From an optimization exercise on the open Yosys and OpenROAD flow, aimed at small area and a short achievable clock period; shortcuts taken in it are not production practice.
Only simulation tests tie the RTL to the original design; equivalence was not proved.
No activity file was given, so power comes from the tool's default toggle rates.

==> flow/design.v (excerpt) <==
module Vcpu32Alu (
   input    wire          clk,
   input    wire[0:31]    a,
   input    wire[0:31]    b,
   input    wire[0:7]     ac,
   output   wire[0:31]    r,
   output   wire          c,
   output   wire          n,
   output   wire          z,
   output   wire          err
   );
   wire [31:0] A   = a;
   wire [31:0] B   = b;
   wire        cin = ac[0];
   wire        invB = ac[1];
   wire [1:0]  sh  = ac[3:4];
   wire [2:0]  op  = ac[5:7];
   wire isAdd = ( op == 3'd3 );
   wire selA  = ( op == 3'd1 );
   wire selB  = ( op == 3'd2 );
   wire selAnd = ( op == 3'd5 );
   wire selOr  = ( op == 3'd6 );
   wire selXor = ( op == 3'd7 );
   wire [31:0] tA = ( sh == 2'd0 ) ? A :
                    ( sh == 2'd1 ) ? { A[30:0], 1'b0 } :
                    ( sh == 2'd2 ) ? { A[29:0], 2'b00 } :
                                     { A[28:0], 3'b000 };
   wire [3:0]  fT = { selA | selB | selAnd | selOr,          
                      selA | isAdd | selOr | selXor,         
                      selB | isAdd | selOr | selXor,         
                      1'b0 };                                
   wire [3:0]  uT = invB ? { fT[2], fT[3], fT[0], fT[1] } : fT;
  ...
Size: ~500 cells after synthesis, about 110 I/O pins, roughly 4800 um^2 of cells after synthesis.
export LEC_CHECK = 0
export CAP_MARGIN = 20
export CORE_MARGIN = 2
export CORE_UTILIZATION = 60
export CTS_BUF_LIST = sky130_fd_sc_hd__clkbuf_4 sky130_fd_sc_hd__clkbuf_8
export SETUP_SLACK_MARGIN = 3.0
export SLEW_MARGIN = 20
create_clock -name core_clock -period 5.5 [get_ports {clk}]
standard.sh (not shown) runs the stock make flow with config.mk's settings and CLKGATE_MAP_FILE= SYNTH_SCRIPT=/design/flow/synth_recipe.tcl, a recipe that flattens the netlist after the stock synthesis.
==> flow/flow/run.sh <==
#!/bin/bash
# Layout flow: the standard layout (standard.sh: the standard flow's synthesis script and the ORFS steps), with
# three changes:
#  - synthesis runs synth_recipe.tcl through flow/synth_abc.tcl, which only swaps the script of the abc
#    technology-mapping step for flow/abc_map.script (area-oriented mapping);
#  - the 4-input multiplexer cells (slow select inputs) are added to the platform's don't-use list
#    (EXTRA_DONT_USE), so synthesis builds the A pre-shift from 2-input multiplexers;
#  - each input and output port is buffered with a plain sky130_fd_sc_hd__buf_1 (PORT_BUF) rather than
#    the delay buffer that buffer_ports picks by default.
# The whole make output goes to standard_flow.log in the work folder; ORFS's per-step logs are
# under orfs/logs/.
set -euo pipefail
cd "$(dirname "${BASH_SOURCE[0]}")/.."
PORT_BUF=sky130_fd_sc_hd__buf_1
EXTRA_DONT_USE="sky130_fd_sc_hd__mux4_1 sky130_fd_sc_hd__mux4_2 sky130_fd_sc_hd__mux4_4"
export BUFFER_PORTS_ARGS="-buffer_cell ${PORT_BUF}"
export FLOW_SYNTH_TCL="$PWD/synth_recipe.tcl"
export FLOW_ABC_SCRIPT="$PWD/flow/abc_map.script"
# the platform's own don't-use list, as ORFS's make computes it
PLATFORM_DONT_USE=$(make -s -C "$FLOW_HOME" DESIGN_CONFIG="$PWD/config.mk" WORK_HOME="$PWD/orfs" \
  print-DONT_USE_CELLS 2> dont_use_probe.log | sed -n 's/^DONT_USE_CELLS: *//p')
echo "platform don't-use: $PLATFORM_DONT_USE" > dont_use.log
[[ -n "$PLATFORM_DONT_USE" ]]
bash standard.sh "DONT_USE_CELLS=${PLATFORM_DONT_USE} ${EXTRA_DONT_USE}" \
  "SYNTH_SCRIPT=$PWD/flow/synth_abc.tcl" finish > standard_flow.log 2>&1
==> flow/flow/abc_map.script <==
&get -n
&st
&dch
&nf
&st
&syn2
&if -g -K 6
&synch2
&nf
&st
&syn2
&if -g -K 6
&synch2
&nf
&st
&syn2
&if -g -K 6
&synch2
&nf
&st
&syn2
&if -g -K 6
&synch2
&nf
&st
&syn2
&if -g -K 6
&synch2
&nf -R 1000
&put
buffer -c
topo
stime -c
upsize -c
dnsize -c
==> flow/flow/synth_abc.tcl <==
# The standard flow's synthesis script (synth_recipe.tcl in the work folder, unchanged), with the script of its abc
# mapping step replaced by flow/abc_map.script: a lighter, area-oriented mapping than ORFS's
# abc_speed.script. Nothing else changes: the same passes, registers and names.
proc abc {args} {
  set i [lsearch -exact $args -script]
  if { $i >= 0 } {
    lset args [expr { $i + 1 }] $::env(FLOW_ABC_SCRIPT)
  }
  puts "abc (flow/synth_abc.tcl): script $::env(FLOW_ABC_SCRIPT)"
  yosys abc {*}$args
}
source $::env(FLOW_SYNTH_TCL)
The first run finished clean.
Then changed:
==> flow/flow/run.sh (replaced) <==
#!/bin/bash
# Layout flow: the standard layout (standard.sh, the standard synthesis and ORFS steps unchanged),
# except that each input and output port is buffered with a plain sky130_fd_sc_hd__buf_N cell
# (PORT_BUF below) rather than the delay buffer that buffer_ports picks by default.
# The whole make output goes to standard_flow.log in the work folder; ORFS's per-step logs are
# under orfs/logs/.
set -euo pipefail
cd "$(dirname "${BASH_SOURCE[0]}")/.."
PORT_BUF=sky130_fd_sc_hd__buf_1
export BUFFER_PORTS_ARGS="-buffer_cell ${PORT_BUF}"
bash standard.sh finish > standard_flow.log 2>&1
Settings changed: CORE_UTILIZATION 60 to 40.
removed: flow/flow/abc_map.script
removed: flow/flow/synth_abc.tcl
Setup slack gains 0.19 ns. Sequential power barely changes. Routed wire length stays flat. Cell area grows by 0.68%. Hold slack degrades by 0.0038 ns. Critical path depth does not change. Global-route usage went down by 9.4 points. Count of clock-buffer cells in the layout is higher by 3.
Then changed:
==> flow/flow/run.sh (replaced) <==
#!/bin/bash
# Layout flow: the standard layout (standard.sh: the standard synthesis script and ORFS steps), with
# two changes:
#  - each input and output port is buffered with a plain sky130_fd_sc_hd__buf_1 (PORT_BUF) rather than
#    the delay buffer that buffer_ports picks by default;
#  - the 4-input multiplexer cells (slow select inputs) are added to the platform's don't-use list
#    (EXTRA_DONT_USE), so synthesis builds the A pre-shift from 2-input multiplexers.
# The whole make output goes to standard_flow.log in the work folder; ORFS's per-step logs are
# under orfs/logs/.
set -euo pipefail
cd "$(dirname "${BASH_SOURCE[0]}")/.."
PORT_BUF=sky130_fd_sc_hd__buf_1
EXTRA_DONT_USE="sky130_fd_sc_hd__mux4_1 sky130_fd_sc_hd__mux4_2 sky130_fd_sc_hd__mux4_4"
export BUFFER_PORTS_ARGS="-buffer_cell ${PORT_BUF}"
# the platform's own don't-use list, as ORFS's make computes it
PLATFORM_DONT_USE=$(make -s -C "$FLOW_HOME" DESIGN_CONFIG="$PWD/config.mk" WORK_HOME="$PWD/orfs" \
  print-DONT_USE_CELLS 2> dont_use_probe.log | sed -n 's/^DONT_USE_CELLS: *//p')
echo "platform don't-use: $PLATFORM_DONT_USE" > dont_use.log
[[ -n "$PLATFORM_DONT_USE" ]]
bash standard.sh "DONT_USE_CELLS=${PLATFORM_DONT_USE} ${EXTRA_DONT_USE}" finish > standard_flow.log 2>&1
Settings changed: SETUP_SLACK_MARGIN 3.0 to 3.3.
=> Final cell count grows by 3.1%; combinational power grows by about 18%; global-route usage grows by 1.8 points; via count grows by 9.3%; sequential share of layout area shrinks by 2.8 points; sequential cell count does not change; power grows by 4.9%; sequential power shrinks by about 2%; first-iteration DRC count grows by about 13%; die area shrinks by 0.67%.
Then changed:
==> flow/flow/run.sh (replaced) <==
#!/bin/bash
# Layout flow: the standard layout (standard.sh, the standard synthesis and ORFS steps unchanged),
# except that each input and output port is buffered with a plain sky130_fd_sc_hd__buf_N cell
# (PORT_BUF below) rather than the delay buffer that buffer_ports picks by default.
# The whole make output goes to standard_flow.log in the work folder; ORFS's per-step logs are
# under orfs/logs/.
set -euo pipefail
cd "$(dirname "${BASH_SOURCE[0]}")/.."
PORT_BUF=sky130_fd_sc_hd__buf_1
export BUFFER_PORTS_ARGS="-buffer_cell ${PORT_BUF}"
bash standard.sh finish > standard_flow.log 2>&1
Settings changed: CORE_UTILIZATION 40 to 65, CTS_BUF_LIST sky130_fd_sc_hd__clkbuf_4 sky130_fd_sc_hd__clkbuf_8 to unset, SETUP_SLACK_MARGIN 3.3 to 3.0.
Outcome: The changed run completed without violations. Clock power goes down by a few percent. Global-route usage goes up by 6.9 points. Cell count falls by roughly a tenth. Power came out lower by a few percent. Die area is lower by well over a third. Register-to-register slack stays flat.
Then changed:
Settings changed: CORE_UTILIZATION 65 to 40.
Die area increases by well over a third.
Clock skew decreases by 0.0051 ns.
Register-to-register slack degrades by 0.02 ns.
Worst hold slack degrades by 0.0056 ns.
Routed wire length increases by a little under a tenth.
Setup slack improves by 0.033 ns.
Via count decreases by a few percent.
Synthesized cell count is unchanged.
Total power increases by roughly a tenth.
Clock power increases by a quarter to a third.

========
Vcpu32Alu again, from the RTL that the note above started with.
Settings: LEC_CHECK=0, CAP_MARGIN=20, CORE_MARGIN=2, CORE_UTILIZATION=40, SETUP_SLACK_MARGIN=3.2, SLEW_MARGIN=20; clock period 5.5 ns.
==> flow/flow/run.sh <==
#!/bin/bash
# Layout flow: the standard layout (standard.sh, the standard synthesis and ORFS steps unchanged),
# except that each input and output port is buffered with a plain sky130_fd_sc_hd__buf_N cell
# (PORT_BUF below) rather than the delay buffer that buffer_ports picks by default.
# The whole make output goes to standard_flow.log in the work folder; ORFS's per-step logs are
# under orfs/logs/.
set -euo pipefail
cd "$(dirname "${BASH_SOURCE[0]}")/.."
PORT_BUF=sky130_fd_sc_hd__buf_1
export BUFFER_PORTS_ARGS="-buffer_cell ${PORT_BUF}"
bash standard.sh finish > standard_flow.log 2>&1
Change:
CTS_BUF_LIST = sky130_fd_sc_hd__clkbuf_4   (was default)
SETUP_SLACK_MARGIN = 3.0   (was 3.2)
=> Wire length is lower by 7.0%; clock-buffer cell count came out higher by 1; worst setup slack gets worse by 0.10 ns; hold slack gets worse by 0.011 ns; synthesized area does not change.
Change:
==> flow/flow/run.sh (replaced) <==
#!/bin/bash
# Layout flow: the standard layout (standard.sh: the standard flow's synthesis script and the ORFS steps), with
# three changes:
#  - synthesis runs synth_recipe.tcl through flow/synth_abc.tcl, which only swaps the script of the abc
#    technology-mapping step for flow/abc_map.script (area-oriented mapping);
#  - the 4-input multiplexer cells (slow select inputs) are added to the platform's don't-use list
#    (EXTRA_DONT_USE), so synthesis builds the A pre-shift from 2-input multiplexers;
#  - each input and output port is buffered with a plain sky130_fd_sc_hd__buf_1 (PORT_BUF) rather than
#    the delay buffer that buffer_ports picks by default.
# The whole make output goes to standard_flow.log in the work folder; ORFS's per-step logs are
# under orfs/logs/.
set -euo pipefail
cd "$(dirname "${BASH_SOURCE[0]}")/.."
PORT_BUF=sky130_fd_sc_hd__buf_1
EXTRA_DONT_USE="sky130_fd_sc_hd__mux4_1 sky130_fd_sc_hd__mux4_2 sky130_fd_sc_hd__mux4_4"
export BUFFER_PORTS_ARGS="-buffer_cell ${PORT_BUF}"
export FLOW_SYNTH_TCL="$PWD/synth_recipe.tcl"
export FLOW_ABC_SCRIPT="$PWD/flow/abc_map.script"
# the platform's own don't-use list, as ORFS's make computes it
PLATFORM_DONT_USE=$(make -s -C "$FLOW_HOME" DESIGN_CONFIG="$PWD/config.mk" WORK_HOME="$PWD/orfs" \
  print-DONT_USE_CELLS 2> dont_use_probe.log | sed -n 's/^DONT_USE_CELLS: *//p')
echo "platform don't-use: $PLATFORM_DONT_USE" > dont_use.log
[[ -n "$PLATFORM_DONT_USE" ]]
bash standard.sh "DONT_USE_CELLS=${PLATFORM_DONT_USE} ${EXTRA_DONT_USE}" \
  "SYNTH_SCRIPT=$PWD/flow/synth_abc.tcl" finish > standard_flow.log 2>&1
==> flow/flow/abc_map.script (new file) <==
&get -n
&st
&dch
&nf
&st
&syn2
&if -g -K 6
&synch2
&nf
&st
&syn2
&if -g -K 6
&synch2
&nf
&st
&syn2
&if -g -K 6
&synch2
&nf
&st
&syn2
&if -g -K 6
&synch2
&nf
&st
&syn2
&if -g -K 6
&synch2
&nf -R 1000
&put
==> flow/flow/synth_abc.tcl (new file) <==
# The standard flow's synthesis script (synth_recipe.tcl in the work folder, unchanged), with the script of its abc
# mapping step replaced by flow/abc_map.script: a lighter, area-oriented mapping than ORFS's
# abc_speed.script. Nothing else changes: the same passes, registers and names.
proc abc {args} {
  set i [lsearch -exact $args -script]
  if { $i >= 0 } {
    lset args [expr { $i + 1 }] $::env(FLOW_ABC_SCRIPT)
  }
  puts "abc (flow/synth_abc.tcl): script $::env(FLOW_ABC_SCRIPT)"
  yosys abc {*}$args
}
source $::env(FLOW_SYNTH_TCL)
CORE_UTILIZATION = 60   (was 40)
CTS_BUF_LIST = sky130_fd_sc_hd__clkbuf_4 sky130_fd_sc_hd__clkbuf_8   (was sky130_fd_sc_hd__clkbuf_4)
After rerunning: Setup slack gets worse by 0.067 ns. Maximum frequency falls by a few percent. Combinational power falls by a few percent.
Change:
==> flow/flow/run.sh (replaced) <==
#!/bin/bash
# Layout flow: the standard layout (standard.sh: the standard synthesis script and ORFS steps), with
# two changes:
#  - each input and output port is buffered with a plain sky130_fd_sc_hd__buf_1 (PORT_BUF) rather than
#    the delay buffer that buffer_ports picks by default;
#  - the 4-input multiplexer cells (slow select inputs) are added to the platform's don't-use list
#    (EXTRA_DONT_USE), so synthesis builds the A pre-shift from 2-input multiplexers.
# The whole make output goes to standard_flow.log in the work folder; ORFS's per-step logs are
# under orfs/logs/.
set -euo pipefail
cd "$(dirname "${BASH_SOURCE[0]}")/.."
PORT_BUF=sky130_fd_sc_hd__buf_1
EXTRA_DONT_USE="sky130_fd_sc_hd__mux4_1 sky130_fd_sc_hd__mux4_2 sky130_fd_sc_hd__mux4_4"
export BUFFER_PORTS_ARGS="-buffer_cell ${PORT_BUF}"
# the platform's own don't-use list, as ORFS's make computes it
PLATFORM_DONT_USE=$(make -s -C "$FLOW_HOME" DESIGN_CONFIG="$PWD/config.mk" WORK_HOME="$PWD/orfs" \
  print-DONT_USE_CELLS 2> dont_use_probe.log | sed -n 's/^DONT_USE_CELLS: *//p')
echo "platform don't-use: $PLATFORM_DONT_USE" > dont_use.log
[[ -n "$PLATFORM_DONT_USE" ]]
bash standard.sh "DONT_USE_CELLS=${PLATFORM_DONT_USE} ${EXTRA_DONT_USE}" finish > standard_flow.log 2>&1
CTS_CLUSTER_DIAMETER = 80   (was default)
CTS_CLUSTER_SIZE = 30   (was default)
removed: flow/flow/abc_map.script
removed: flow/flow/synth_abc.tcl
Result: The new run produced a clean layout. Core utilization is lower by 5.4 points. Wire length goes down by 8.0%. Sequential cell count is unchanged. Area after synthesis rises by 5.3%. Critical path depth does not change. Worst hold slack gains 0.040 ns. Clock-buffer cell count stays the same. Via count falls by 1.4%.
Change:
CTS_CLUSTER_DIAMETER = default   (was 80)
CTS_CLUSTER_SIZE = default   (was 30)
Result:
- non-clock buffer count does not change
- via count stays the same
- total power stays the same
- synthesized area is unchanged
- critical path depth does not change
- clock skew does not change
Change:
SETUP_SLACK_MARGIN = 3.1   (was 3.0)
=>
- total power came out lower by 2.4%
- wire length came out higher by 4.4%
- worst setup slack gets better by 0.021 ns
- sequential power hardly moves
- clock power came out lower by 12%
- global-route usage hardly moves
- utilization came out higher by 1.0 points
- design area came out higher by 1.5%
- synthesized cell count does not change

========
Vcpu32Alu, a different RTL version from the one above (not shown whole).
For scale: roughly 610 cells after synthesis, about 82 flip-flops, roughly 5600 sq um of cells after synthesis.
==> flow/config.mk <==
export PLATFORM = sky130hd
export DESIGN_NAME = Vcpu32Alu
export DESIGN_NICKNAME = Vcpu32Alu
export VERILOG_FILES = /design/flow/design.v
export SDC_FILE = /design/flow/constraint.sdc
export NUM_CORES = 4
export LEC_CHECK = 0
export CAP_MARGIN = 20
export CORE_MARGIN = 2
export CORE_UTILIZATION = 40
export SETUP_SLACK_MARGIN = 3.3
export SLEW_MARGIN = 20
==> flow/constraint.sdc <==
create_clock -name core_clock -period 5.5 [get_ports {clk}]
set_input_delay 1.1000 -clock core_clock [delete_from_list [all_inputs] [get_ports {clk}]]
set_output_delay 1.1000 -clock core_clock [all_outputs]
set_load 0.01 [all_outputs]
==> flow/flow/run.sh <==
#!/bin/bash
# Layout flow: the standard layout (standard.sh, the standard synthesis and ORFS steps unchanged),
# except that each input and output port is buffered with a plain sky130_fd_sc_hd__buf_N cell
# (PORT_BUF below) rather than the delay buffer that buffer_ports picks by default.
# The whole make output goes to standard_flow.log in the work folder; ORFS's per-step logs are
# under orfs/logs/.
set -euo pipefail
cd "$(dirname "${BASH_SOURCE[0]}")/.."
PORT_BUF=sky130_fd_sc_hd__buf_1
export BUFFER_PORTS_ARGS="-buffer_cell ${PORT_BUF}"
bash standard.sh finish > standard_flow.log 2>&1
The baseline finished with timing, DRC and antenna clean.
==> next run, changes <==
--- a/flow/config.mk
+++ b/flow/config.mk
@@ -9,4 +9,4 @@
 export CORE_MARGIN = 2
 export CORE_UTILIZATION = 40
-export SETUP_SLACK_MARGIN = 3.3
+export SETUP_SLACK_MARGIN = 3.6
 export SLEW_MARGIN = 20
Clock power came out higher by 17%.
Clock-buffer cell count came out lower by 3.
Global-route usage is higher by 2.6 points.
==> next run, changes <==
--- a/flow/config.mk
+++ b/flow/config.mk
@@ -9,4 +9,4 @@
 export CORE_MARGIN = 2
 export CORE_UTILIZATION = 40
-export SETUP_SLACK_MARGIN = 3.6
+export SETUP_SLACK_MARGIN = 2.5
 export SLEW_MARGIN = 20
What happened: Via count fell by 15%. Hold slack got worse by 28 ps. Clock power rose by about 2%. Combinational power fell by 47%.
==> next run, changes <==
==> flow/run.sh (new file) <==
#!/bin/bash
# synth_recipe.tcl (not shown) runs the flow's synth.tcl, then flattens the netlist and writes it again
# the make line also repeats each setting of config.mk as NAME=value (left out here)
make -C /OpenROAD-flow-scripts/flow DESIGN_CONFIG=/design/flow/config.mk WORK_HOME=/design/flow/orfs CLKGATE_MAP_FILE= SYNTH_SCRIPT=/design/flow/synth_recipe.tcl finish
removed: flow/flow/run.sh
removed: flow/standard.sh
After rerunning: The new run produced a clean layout. Total power climbs by 1.2%. Count of clock-buffer cells in the layout increases by 1. Via count stays flat. Cell area rose by 11%. Worst hold slack gets better by 3.7 ps. Die area does not change. Global-route usage goes up by 0.43 points. Non-clock buffer count goes up by 5.
==> next run, changes <==
==> flow/flow/run.sh (new file) <==
#!/bin/bash
# Layout flow: the standard layout (standard.sh, the standard synthesis and ORFS steps unchanged),
# except that each input and output port is buffered with a plain sky130_fd_sc_hd__buf_N cell
# (PORT_BUF below) rather than the delay buffer that buffer_ports picks by default.
# The whole make output goes to standard_flow.log in the work folder; ORFS's per-step logs are
# under orfs/logs/.
set -euo pipefail
cd "$(dirname "${BASH_SOURCE[0]}")/.."
PORT_BUF=sky130_fd_sc_hd__buf_1
export BUFFER_PORTS_ARGS="-buffer_cell ${PORT_BUF}"
bash standard.sh finish > standard_flow.log 2>&1
==> flow/standard.sh (new file) <==
#!/bin/bash
# synth_recipe.tcl (not shown) runs the flow's synth.tcl, then flattens the netlist and writes it again
# the make line also repeats each setting of config.mk as NAME=value (left out here)
make -C /OpenROAD-flow-scripts/flow DESIGN_CONFIG=/design/flow/config.mk WORK_HOME=/design/flow/orfs CLKGATE_MAP_FILE= SYNTH_SCRIPT=/design/flow/synth_recipe.tcl "${@:-finish}"
--- a/flow/config.mk
+++ b/flow/config.mk
@@ -6,7 +6,8 @@
 export NUM_CORES = 4
 export LEC_CHECK = 0
+export ABC_CLOCK_PERIOD_IN_PS = 2500
 export CAP_MARGIN = 20
 export CORE_MARGIN = 2
 export CORE_UTILIZATION = 40
-export SETUP_SLACK_MARGIN = 2.5
+export SETUP_SLACK_MARGIN = 3.0
 export SLEW_MARGIN = 20
removed: flow/run.sh
The changed run went through all stages and came out clean.
Via count is about the same.
Worst setup slack gets better by 420 ps.
Sequential share of layout area increases by 2.0 points.
Count of clock-buffer cells in the layout does not change.
Clock power fell by about 2%.
Routed wire length climbs by 1.2%.
Total power falls by 5.1%.
==> next run, changes <==
==> flow/run.sh (new file) <==
#!/bin/bash
# synth_recipe.tcl (not shown) runs the flow's synth.tcl, then flattens the netlist and writes it again
# the make line also repeats each setting of config.mk as NAME=value (left out here)
make -C /OpenROAD-flow-scripts/flow DESIGN_CONFIG=/design/flow/config.mk WORK_HOME=/design/flow/orfs CLKGATE_MAP_FILE= SYNTH_SCRIPT=/design/flow/synth_recipe.tcl finish
--- a/flow/config.mk
+++ b/flow/config.mk
@@ -6,5 +6,4 @@
 export NUM_CORES = 4
 export LEC_CHECK = 0
-export ABC_CLOCK_PERIOD_IN_PS = 2500
 export CAP_MARGIN = 20
 export CORE_MARGIN = 2
removed: flow/flow/run.sh
removed: flow/standard.sh
Fmax barely changes.
Utilization rises by 8.2 points.
Global-route usage increases by 1.5 points.
Combinational power rises by 29%.
Register-to-register slack gains 20 ps.
Clock-buffer cell count does not change.
Final cell count climbs by 3.7%.
Design area grows by 17%.
Clock skew barely changes.
Worst setup slack hardly moves.

-- static timing again, ports no longer ideal --
The flow's constraints put no driver on any port. The routed layouts listed below were extracted and timed again, unchanged, in two steps. Step 1 assumes that a clkbuf_16 drives the clock port and a buf_2 every other input. Step 2, shift: input delay + t, output delay - t, t = (earliest + latest rising clock arrival at the registers) / 2. This alone moves slack from input paths to output paths. Three values: ideal ports, drivers, drivers and shift; two values: the first two.
run	t, ns	slack for setup (ns)	worst hold slack (ns)
the first run of note 1	0.395	2.872 / 2.839 / 2.729	0.419 / 0.419 / 0.419
the second run of note 1	0.365	3.057 / 3.031 / 2.722	0.415 / 0.415 / 0.415
the third run of note 1	0.371	3.057 / 3.027 / 2.870	0.438 / 0.438 / 0.438
the fourth run of note 1	0.376	3.029 / 3.004 / 2.718	0.419 / 0.419 / 0.419
the fifth run of note 1	0.364	3.062 / 3.028 / 2.742	0.413 / 0.413 / 0.413
the first run of note 2	0.351	3.079 / 3.047 / 2.845	0.432 / 0.432 / 0.432
the second run of note 2	0.434	2.979 / 2.951 / 2.662	0.421 / 0.421 / 0.421
the third run of note 2	0.387	2.912 / 2.880 / 2.712	0.428 / 0.428 / 0.428
the fourth run of note 2	0.368	3.058 / 3.034 / 2.731	0.469 / 0.469 / 0.469
the fifth run of note 2	0.368	3.058 / 3.034 / 2.731	0.469 / 0.469 / 0.469
the sixth run of note 2	0.369	3.079 / 3.046 / 2.850	0.473 / 0.473 / 0.473
the first run of note 3	0.356	3.072 / 3.028 / 2.671	0.435 / 0.435 / 0.435
the second run of note 3	0.368	3.035 / 3.005 / 2.637	0.451 / 0.451 / 0.451
the third run of note 3	0.359	2.688 / 2.698 / 2.339	0.423 / 0.423 / 0.423
the fourth run of note 3	0.362	2.607 / 2.602 / 2.249	0.426 / 0.426 / 0.426
the fifth run of note 3	0.361	3.025 / 3.020 / 2.659	0.429 / 0.429 / 0.429
the sixth run of note 3	0.357	3.025 / 2.937 / 2.580	0.413 / 0.413 / 0.413
After both steps every run listed still meets setup and hold. For the sixth run of note 3, which loses most, drivers alone change the setup slack by -0.088 ns; drivers and shift together by -0.445 ns.
